Background: an optimization exercise with open tools, aiming at small area. Do not read the settings as production practice. In this exercise RTL edits were held to simulation tests only and were not proved equivalent to the original. Power figures rest on the tool's default switching activity, not on a simulated workload.

`flow/run.sh`:
```
#!/bin/bash
# synth_recipe.tcl (not shown) runs the flow's synth.tcl, then flattens the netlist and writes it again
# the make line also repeats each setting of config.mk as NAME=value (left out here)
make -C /OpenROAD-flow-scripts/flow DESIGN_CONFIG=/design/flow/config.mk WORK_HOME=/design/flow/orfs CLKGATE_MAP_FILE= SYNTH_SCRIPT=/design/flow/synth_recipe.tcl finish
```
`flow/config.mk`:
```
export PLATFORM = sky130hd
export DESIGN_NAME = linked_list_fsm
export DESIGN_NICKNAME = linked_list_fsm
export VERILOG_FILES = /design/flow/design.v
export SDC_FILE = /design/flow/constraint.sdc
export NUM_CORES = 4
export LEC_CHECK = 0
export CAP_MARGIN = 20
export CORE_MARGIN = 2
export CORE_UTILIZATION = 45
export CTS_BUF_LIST = sky130_fd_sc_hd__clkbuf_16
export CTS_CLUSTER_DIAMETER = 80
export CTS_CLUSTER_SIZE = 22
export SLEW_MARGIN = 20
export SYNTH_HIERARCHICAL = 1
```
`flow/constraint.sdc`:
```
create_clock -name core_clock -period 10.0 [get_ports {clk}]
set_input_delay 2.0000 -clock core_clock [delete_from_list [all_inputs] [get_ports {clk}]]
set_output_delay 2.0000 -clock core_clock [all_outputs]
set_load 0.01 [all_outputs]
```
`flow/design.v`:
```
module seven_segment_driver(
    input wire clk,
    input wire reset,
    input wire show,
    input wire [7:0] data_in,
    output reg [6:0] seg,
    output reg [3:0] an
);
    localparam S_NORMAL_DISPLAY   = 1'b0;
    localparam S_RESET_DISPLAY    = 1'b1;
    parameter FIVE_SECONDS_COUNT = 40;                 
    reg state;
    reg [5:0] count;
    always @(posedge clk) begin
        count <= reset ? 6'd0 : count + 6'd1;
        if (reset)
            state <= S_RESET_DISPLAY;
        else if (count == FIVE_SECONDS_COUNT)
            state <= S_NORMAL_DISPLAY;
    end
    wire [1:0] digit_select = count[2:1];
    wire [3:0] nib = digit_select[0] ? data_in[7:4] : data_in[3:0];
    wire       nib_on = show & ~digit_select[1];
    always @(*) begin
        case (digit_select)
            2'b00: an = 4'b1110;
            2'b01: an = 4'b1101;
            2'b10: an = 4'b1011;
            default: an = 4'b0111;
        endcase
        if (state == S_RESET_DISPLAY) begin
            case (digit_select)
                2'b00: seg = 7'b0000111;
                2'b01: seg = 7'b0010010;
                2'b10: seg = 7'b0101111;
                default: seg = 7'b0111111;
            endcase
        end else if (!nib_on) begin
            seg = 7'b1111111;
        end else begin
            case (nib)
                4'h0: seg = 7'b1000000;
                4'h1: seg = 7'b1111001;
                4'h2: seg = 7'b0100100;
                4'h3: seg = 7'b0110000;
                4'h4: seg = 7'b0011001;
                4'h5: seg = 7'b0010010;
                4'h6: seg = 7'b0000010;
                4'h7: seg = 7'b1111000;
                4'h8: seg = 7'b0000000;
                4'h9: seg = 7'b0010000;
                4'hA: seg = 7'b0001000;
                4'hB: seg = 7'b0000011;
                4'hC: seg = 7'b1000110;
                4'hD: seg = 7'b0100001;
                4'hE: seg = 7'b0000110;
                default: seg = 7'b1111111;
            endcase
        end
    end
endmodule
module linked_list_fsm #(
    parameter MAX_NODES         = 32,
    parameter MAX_DISPLAY_COUNT = 7,
    parameter TWO_SECONDS_COUNT = 15
)(
    input  wire clk,
    input  wire BTNC,
    input  wire [7:0] SW_data,
    input  wire [2:0] SW_op,
    output reg  LED0,
    output reg  LED1,
    output wire [6:0] seg,
    output wire [3:0] an
);
    localparam [3:0] S_IDLE            = 4'd0,
                     S_INSERT_H        = 4'd1,
                     S_INSERT_T_START  = 4'd2,
                     S_INSERT_T_FIND   = 4'd3,
                     S_INSERT_T_FINISH = 4'd4,
                     S_DELETE_START    = 4'd5,
                     S_DELETE_FIND     = 4'd6,
                     S_DELETE_FINISH   = 4'd7,
                     S_TRAVERSE_START  = 4'd8,
                     S_TRAVERSE_SHOW   = 4'd9,
                     S_ERROR_OVF       = 4'd10,    
                     S_ERROR_UNF       = 4'd11;    
    reg [3:0] state, next_state;
    reg [5:0] len;       
    reg [5:0] cap;       
    reg [5:0] k;         
    reg [2:0] cnt;       
    reg [2:0] prev_op;
    reg op_pending;
    wire op_changed = (SW_op != prev_op);
    always @(posedge clk or posedge BTNC) begin
        if (BTNC) op_pending <= 1'b0;
        else if (op_changed) op_pending <= 1'b1;
        else if (state != S_IDLE) op_pending <= 1'b0;
    end
    always @(posedge clk or posedge BTNC) begin
        if (BTNC) prev_op <= 3'b000;
        else if (op_changed) prev_op <= SW_op;
    end
    wire full    = (len == cap);
    wire empty   = (len == 6'd0);
    wire at_end  = (k == len);
    wire [7:0] cur;
    wire match   = (cur == SW_data);
    always @(*) begin
        next_state = state;
        case (state)
            S_IDLE:
                if (op_pending) begin
                    case (SW_op)
                        3'b100: next_state = S_INSERT_H;
                        3'b101: next_state = S_INSERT_T_START;
                        3'b110: next_state = S_DELETE_START;
                        3'b111: next_state = S_TRAVERSE_START;
                        default: next_state = S_IDLE;
                    endcase
                end
            S_INSERT_H:        next_state = full ? S_ERROR_OVF : S_IDLE;
            S_INSERT_T_START:  next_state = full ? S_ERROR_OVF : (empty ? S_INSERT_H : S_INSERT_T_FIND);
            S_INSERT_T_FIND:   next_state = at_end ? S_INSERT_T_FINISH : S_INSERT_T_FIND;
            S_INSERT_T_FINISH: next_state = S_IDLE;
            S_DELETE_START:    next_state = empty ? S_ERROR_UNF : S_DELETE_FIND;
            S_DELETE_FIND:     next_state = (at_end || match) ? S_DELETE_FINISH : S_DELETE_FIND;
            S_DELETE_FINISH:   next_state = at_end ? S_ERROR_UNF : S_IDLE;
            S_TRAVERSE_START:  next_state = empty ? S_IDLE : S_TRAVERSE_SHOW;
            S_TRAVERSE_SHOW:   next_state = at_end ? S_IDLE : S_TRAVERSE_SHOW;
            S_ERROR_OVF,
            S_ERROR_UNF:       next_state = ({k[0], cnt} == 4'd15) ? S_IDLE : state;
            default:           next_state = S_IDLE;
        endcase
        LED0 = (state == S_ERROR_OVF);
        LED1 = (state == S_ERROR_UNF);
    end
    wire in_error    = (state == S_ERROR_OVF) | (state == S_ERROR_UNF);
    wire enter_error = ~in_error & ((next_state == S_ERROR_OVF) | (next_state == S_ERROR_UNF));
    wire rotate  = (state == S_INSERT_T_FIND);
    wire do_head = ((state == S_INSERT_H) | ((state == S_INSERT_T_START) & ~empty)) & ~full;
    wire do_del  = (state == S_DELETE_FINISH) & ~at_end & match;
    always @(posedge clk or posedge BTNC) begin
        if (BTNC) begin
            state  <= S_IDLE;
            len    <= 6'd0;
            cap    <= 6'd32;
        end else begin
            state <= next_state;
            if ((state == S_INSERT_T_START) & ~full & empty)
                cap <= cap - 6'd1;
            if (((state == S_INSERT_H) & ~full) | (state == S_INSERT_T_FINISH)) len <= len + 6'd1;
            else if (do_del)                                                   len <= len - 6'd1;
        end
    end
    always @(posedge clk) begin
        case (state)
            S_INSERT_T_START: k <= 6'd1;
            S_DELETE_START, S_TRAVERSE_START: begin k <= 6'd0; cnt <= 3'd0; end
            S_INSERT_T_FIND:  k <= inc[8:3];
            S_DELETE_FIND:    if (!(at_end || match)) k <= inc[8:3];
            S_TRAVERSE_SHOW:  {k, cnt} <= inc;
            S_ERROR_OVF,
            S_ERROR_UNF:      {k[0], cnt} <= inc[3:0];
            default: ;
        endcase
        if (enter_error) begin
            k[0] <= 1'b0;
            cnt  <= 3'd0;
        end
    end
    wire step_k = (state == S_INSERT_T_FIND) | (state == S_DELETE_FIND);
    wire [8:0] inc = {k, cnt | {3{step_k}}} + 9'd1;
    wire [255:0] q;
    wire [31:0]  rsel;
    wire [4:0]   raddr = rotate ? len[4:0] : k[4:0];
    ll_decode dec_r (.a(raddr), .onehot(rsel));
    ll_read rdmux (.sel(rsel), .q(q), .d(cur));
    wire shr = do_head | rotate;
    wire [31:0] sl, sh;
    ll_sel sel (.a(k[4:0]), .shr(shr), .del(do_del), .sl(sl), .sh(sh));
    genvar p;
    generate
        for (p = 0; p < 32; p = p + 1) begin : slot
            if (p == 0) begin : s0
                ll_slot0 s (
                    .clk(clk), .sn(do_head), .sr(rotate), .sl(sl[0]), .sh(sh[0]),
                    .n(SW_data), .r(cur), .b(q[15:8]), .q(q[7:0])
                );
            end else if (p == 31) begin : s31
                ll_slot1 s (
                    .clk(clk), .sr(shr), .sh(sh[31]), .a(q[8*30 +: 8]), .q(q[8*31 +: 8])
                );
            end else begin : sm
                ll_slot2 s (
                    .clk(clk), .sr(shr), .sl(sl[p]), .sh(sh[p]),
                    .a(q[8*(p-1) +: 8]), .b(q[8*(p+1) +: 8]), .q(q[8*p +: 8])
                );
            end
        end
    endgenerate
    seven_segment_driver display (
        .clk(clk),
        .reset(BTNC),
        .show((state == S_TRAVERSE_SHOW) && !at_end),
        .data_in(cur),
        .seg(seg),
        .an(an)
    );
endmodule
module ll_slot0 (
    input  wire clk,
    input  wire sn, sr, sl, sh,
    input  wire [7:0] n, r, b,
    output reg  [7:0] q
);
    always @(posedge clk)
        q <= ({8{sn}} & n) | ({8{sr}} & r) | ({8{sl}} & b) | ({8{sh}} & q);
endmodule
module ll_slot2 (
    input  wire clk,
    input  wire sr, sl, sh,
    input  wire [7:0] a, b,
    output reg  [7:0] q
);
    always @(posedge clk)
        q <= ({8{sr}} & a) | ({8{sl}} & b) | ({8{sh}} & q);
endmodule
module ll_slot1 (
    input  wire clk,
    input  wire sr, sh,
    input  wire [7:0] a,
    output reg  [7:0] q
);
    always @(posedge clk)
        q <= ({8{sr}} & a) | ({8{sh}} & q);
endmodule
module ll_decode (
    input  wire [4:0]  a,
    output wire [31:0] onehot
);
    genvar i;
    generate
        for (i = 0; i < 32; i = i + 1) begin : d
            assign onehot[i] = (a == i);
        end
    endgenerate
endmodule
module ll_read (
    input  wire [31:0]  sel,
    input  wire [255:0] q,
    output wire [7:0]   d
);
    wire [8*11-1:0] gn;
    genvar g;
    generate
        for (g = 0; g < 10; g = g + 1) begin : grp
            ll_rd3 r (.s(sel[3*g +: 3]), .q(q[24*g +: 24]), .n(gn[8*g +: 8]));
        end
    endgenerate
    ll_rd3 r10 (.s({1'b0, sel[31:30]}), .q({8'h00, q[255:240]}), .n(gn[80 +: 8]));
    integer i;
    reg [7:0] acc;
    always @(*) begin
        acc = 8'h00;
        for (i = 0; i < 11; i = i + 1)
            acc = acc | ~gn[8*i +: 8];
    end
    assign d = acc;
endmodule
module ll_rd3 (
    input  wire [2:0]  s,
    input  wire [23:0] q,
    output wire [7:0]  n
);
    assign n = ~(({8{s[0]}} & q[7:0]) | ({8{s[1]}} & q[15:8]) | ({8{s[2]}} & q[23:16]));
endmodule
module ll_sel (
    input  wire [4:0]  a,
    input  wire        shr,
    input  wire        del,
    output wire [31:0] sl,
    output wire [31:0] sh
);
    genvar i;
    generate
        for (i = 0; i < 32; i = i + 1) begin : d
            assign sl[i] = del & (i >= a);
            assign sh[i] = ~(shr | sl[i]);
        end
    endgenerate
endmodule
```
==> flow_metrics.py <==
metrics = {
    "critical_path": {
        "crit-reg2reg-launch": "state[3]",
        "critical_path.cell_chain": "nor2_1 > nand3_1 > inv_1 > o21ai_0 > nand3b_1 > nor2_1 > a222oi_1 > nand4_1 > or3_1 > mux2i_1 > ha_1 > o311ai_0 > a21oi_1 > nor2_1 > clkdlybuf4s50_1",
        "worstPathRequired_ns": 8.00,
        "worst_setup_path_end_kind": "primary output",
        "critPathLaunch": "state[3]",
        "critical_path.slowest_cell": "o21ai_0",
        "timing.critical_path.arrival_ns": 6.34,
        "crit_path_frequent_cell": "nor2_1",
        "timing.critical_path.slowest_cell_delay_ns": 0.71,
        "worstRegToRegCells": 17,
        "crit_fanout": 12,
        "worstSetupStartpointType": "register",
        "worst-setup-path-type": "register to primary output",
    },
    "sta": {
        "setup_repair_after_global_routing_missed_its_margin": "no",
        "clock-skew-final_ns": 0.0284,
        "max_clock_freq_mhz": 120,
        "post-route-period-util": 0.834,
        "min_period_ns": 8.34,
        "slew-limit-headroom": 0.260,
        "finalSetupTns_ns": 0,
        "max_slew_vio_count": 0,
        "tightest_slew_ns": 1.10,
        "finalSetupViolCount": 0,
        "timing_hold_violations_final": 0,
    },
    "routing": {
        "detailroute.via_count": 12400,
        "post_drt_via_cell_ratio": 6.90,
        "met2WireLength_um": 19000,
        "detail_route.drc_violations": 0,
        "wl_per_cell_um": 23.7,
        "highest_layer": "met4",
        "drt.antenna.violating_nets": 0,
        "drtPass1Iterations": 12,
        "wirelength_um": 42700,
        "met3RoutedLength_um": 3690,
        "m1WireLength_um": 18900,
        "drtIter0Drc": 2997,
    },
    "die": {
        "die_width_um": 182,
        "die_height_um": 182,
        "placement_rows": 65,
        "floorplan.die_area_mm2": 0.0331,
        "initial_utilization": 0.454,
        "core_region_area_mm2": 0.0314,
        "io_pins": 26,
    },
    "finish": {
        "design_area_mm2": 0.0147,
        "total_area_of_multi_input_combinational_cells_mm2": 0.00629,
        "area.sequential_mm2": 0.00600,
        "layout-drive-gt1-share": 0.0493,
        "n_antenna_cell": 0,
        "fillCellCount": 2991,
        "area_growth_syn_to_layout_pct": 2.89,
        "layout.cells.most_common_list": "a222oi_1, dfxtp_1, inv_1, nor2_1, a21oi_1",
        "stdcell_count": 1801,
        "layout_commonest_cell": "a222oi_1",
        "layout.core_utilization": 0.467,
        "fin_nets": 1421,
    },
    "flow_run": {
        "maxCapViolCount": 0,
    },
    "cts": {
        "cts_buffer_depth": 3,
        "tritoncts_sink_count": 292,
        "clock_latency_ns": 0.52,
        "post_cts_buffers": 0,
        "clkTransAtPathRegs_ns": 0.09,
        "cts-hold-fix-buffers": 0,
        "h-tree-depth": 1,
        "cts_made_buffers": 18,
        "ctsResizeCount": 0,
        "cts_tree": "yes",
        "cts_root_buffer": "clkbuf_16",
    },
    "place": {
        "postPlaceCellArea_mm2": 0.0141,
        "hpwl_um": 31000,
        "place.port_buffers": 25,
        "gp_congestion": 1.01,
        "post-place-cells": 1775,
    },
    "global_route": {
        "grt_pass1_wl_um": 67400,
        "groute.usage.overall": 0.252,
        "antenna_violations_before_repair": 0,
        "globalRouteOverflowTotal": 0,
        "number_of_global_route_vias_before_repair": 11300,
        "grt_start_max_net_pins": 107,
    },
    "power_and_ir_drop": {
        "pwr_density_cell_mw_per_mm2": 313,
        "totalPowerFinal_uw": 4590,
        "peakVddDrop_mv": 0.298,
        "leakage_uw": 0.00687,
    },
    "outcome": {
        "run_status": "complete, no violations",
    },
    "synth": {
        "postSynthCellCount": 1486,
        "post_synth.cell_area_avg_um2": 9.59,
        "post_synth_instance_area_mm2": 0.0142,
        "yosys_warnings": 12,
    },
    "hold_path": {
        "hp-class": "register to register",
        "worstHoldPathCells": 1,
        "worstHoldStart": "cap[5]",
    },
}
## state kept, by name, summed over array words and instances (netlist names)
name,cells
len,6
prev_op,3
op_pending,1
slot.s0.s.q,8
cnt,3
slot.genblk1.s31.s.q,8
cap,6
display.count,6
k,6
slot.genblk1.sm.s.q,240
state,4
display.state,1
## critical path: cells and delay by family, from the launching register on
family,cells,cell delay [ns]
compound gates,4,1.61
fa+ha+maj,1,0.39
buf+inv,2,0.83
flops,1,0.58
mux,1,0.67
simple gates,7,1.73
## metal layers
| metal | up-vias | GRT usage |
|---|---|---|
| met5 | - | 0 |
| met1 | 6035 | 0.371 |
| li1 | 5604 | - |
| met2 | 718 | 0.394 |
| met3 | 65 | 0.0245 |
| met4 | 0 | 0.0671 |
## stage by stage
step                      hold slack [ns]  setup WS (ns)
final                               0.467           1.66
after detailed placement            0.459           2.36
after CTS                           0.470           1.79
after global placement              0.445           2.48
after floorplan                     0.426           4.01
after global routing                0.483           1.25
## final timing paths
path	slack, ns	end
worst min-delay path	0.47	cap[5]
worst max register to register	3.34	slot[6].genblk1.sm.s.q[6]
worst min register to register	0.47	cap[5]
min in group asynchronous	2.21	prev_op[0]
max in group asynchronous	7.28	len[1]
worst max-delay path	1.66	seg[6]
## layout make-up
cell class	count	share of cell area
Multi-Input combinational cell	782	0.429
Sequential cell	292	0.409
Inverter	264	0.0676
Tap cell	402	0.0343
Clock buffer	20	0.0341
Timing Repair Buffer	35	0.0220
Clock inverter	6	0.00350
## power by group
group | switching [uW] | internal [uW]
registers | 361 | 1440
logic | 1360 | 653
clock network | 408 | 365
total | 2130 | 2460

==> re-timing with driven ports <==
No port has a modelled driver above. Below, the same layout with a new extraction and two added sets of constraints. Step 1 (the two cells are an assumption about what drives the block):
set clk [get_ports {clk}]
set_driving_cell -lib_cell sky130_fd_sc_hd__clkbuf_16 $clk
set_driving_cell -lib_cell sky130_fd_sc_hd__buf_2 [delete_from_list [all_inputs] $clk]
Step 2 adds t to the input delays and takes it off the output delays; t is the mean of the earliest and latest rising clock arrival at the registers after step 1. Input paths then give back, and output paths get back, about the clock's delay inside the block. a / b / c = ideal ports / drivers / drivers and shift; a / b = the first two.
shift t [ns]: 0.563
setup WS [ns]: 1.659 / 1.607 / 2.170
latest minus earliest clock arrival (ns): 0.028 / 0.028
worst slew at a driven data input, ns: 0.04
After both steps this run still meets setup and hold. For this run, drivers alone change the setup slack by -0.052 ns; drivers and shift together by +0.511 ns.
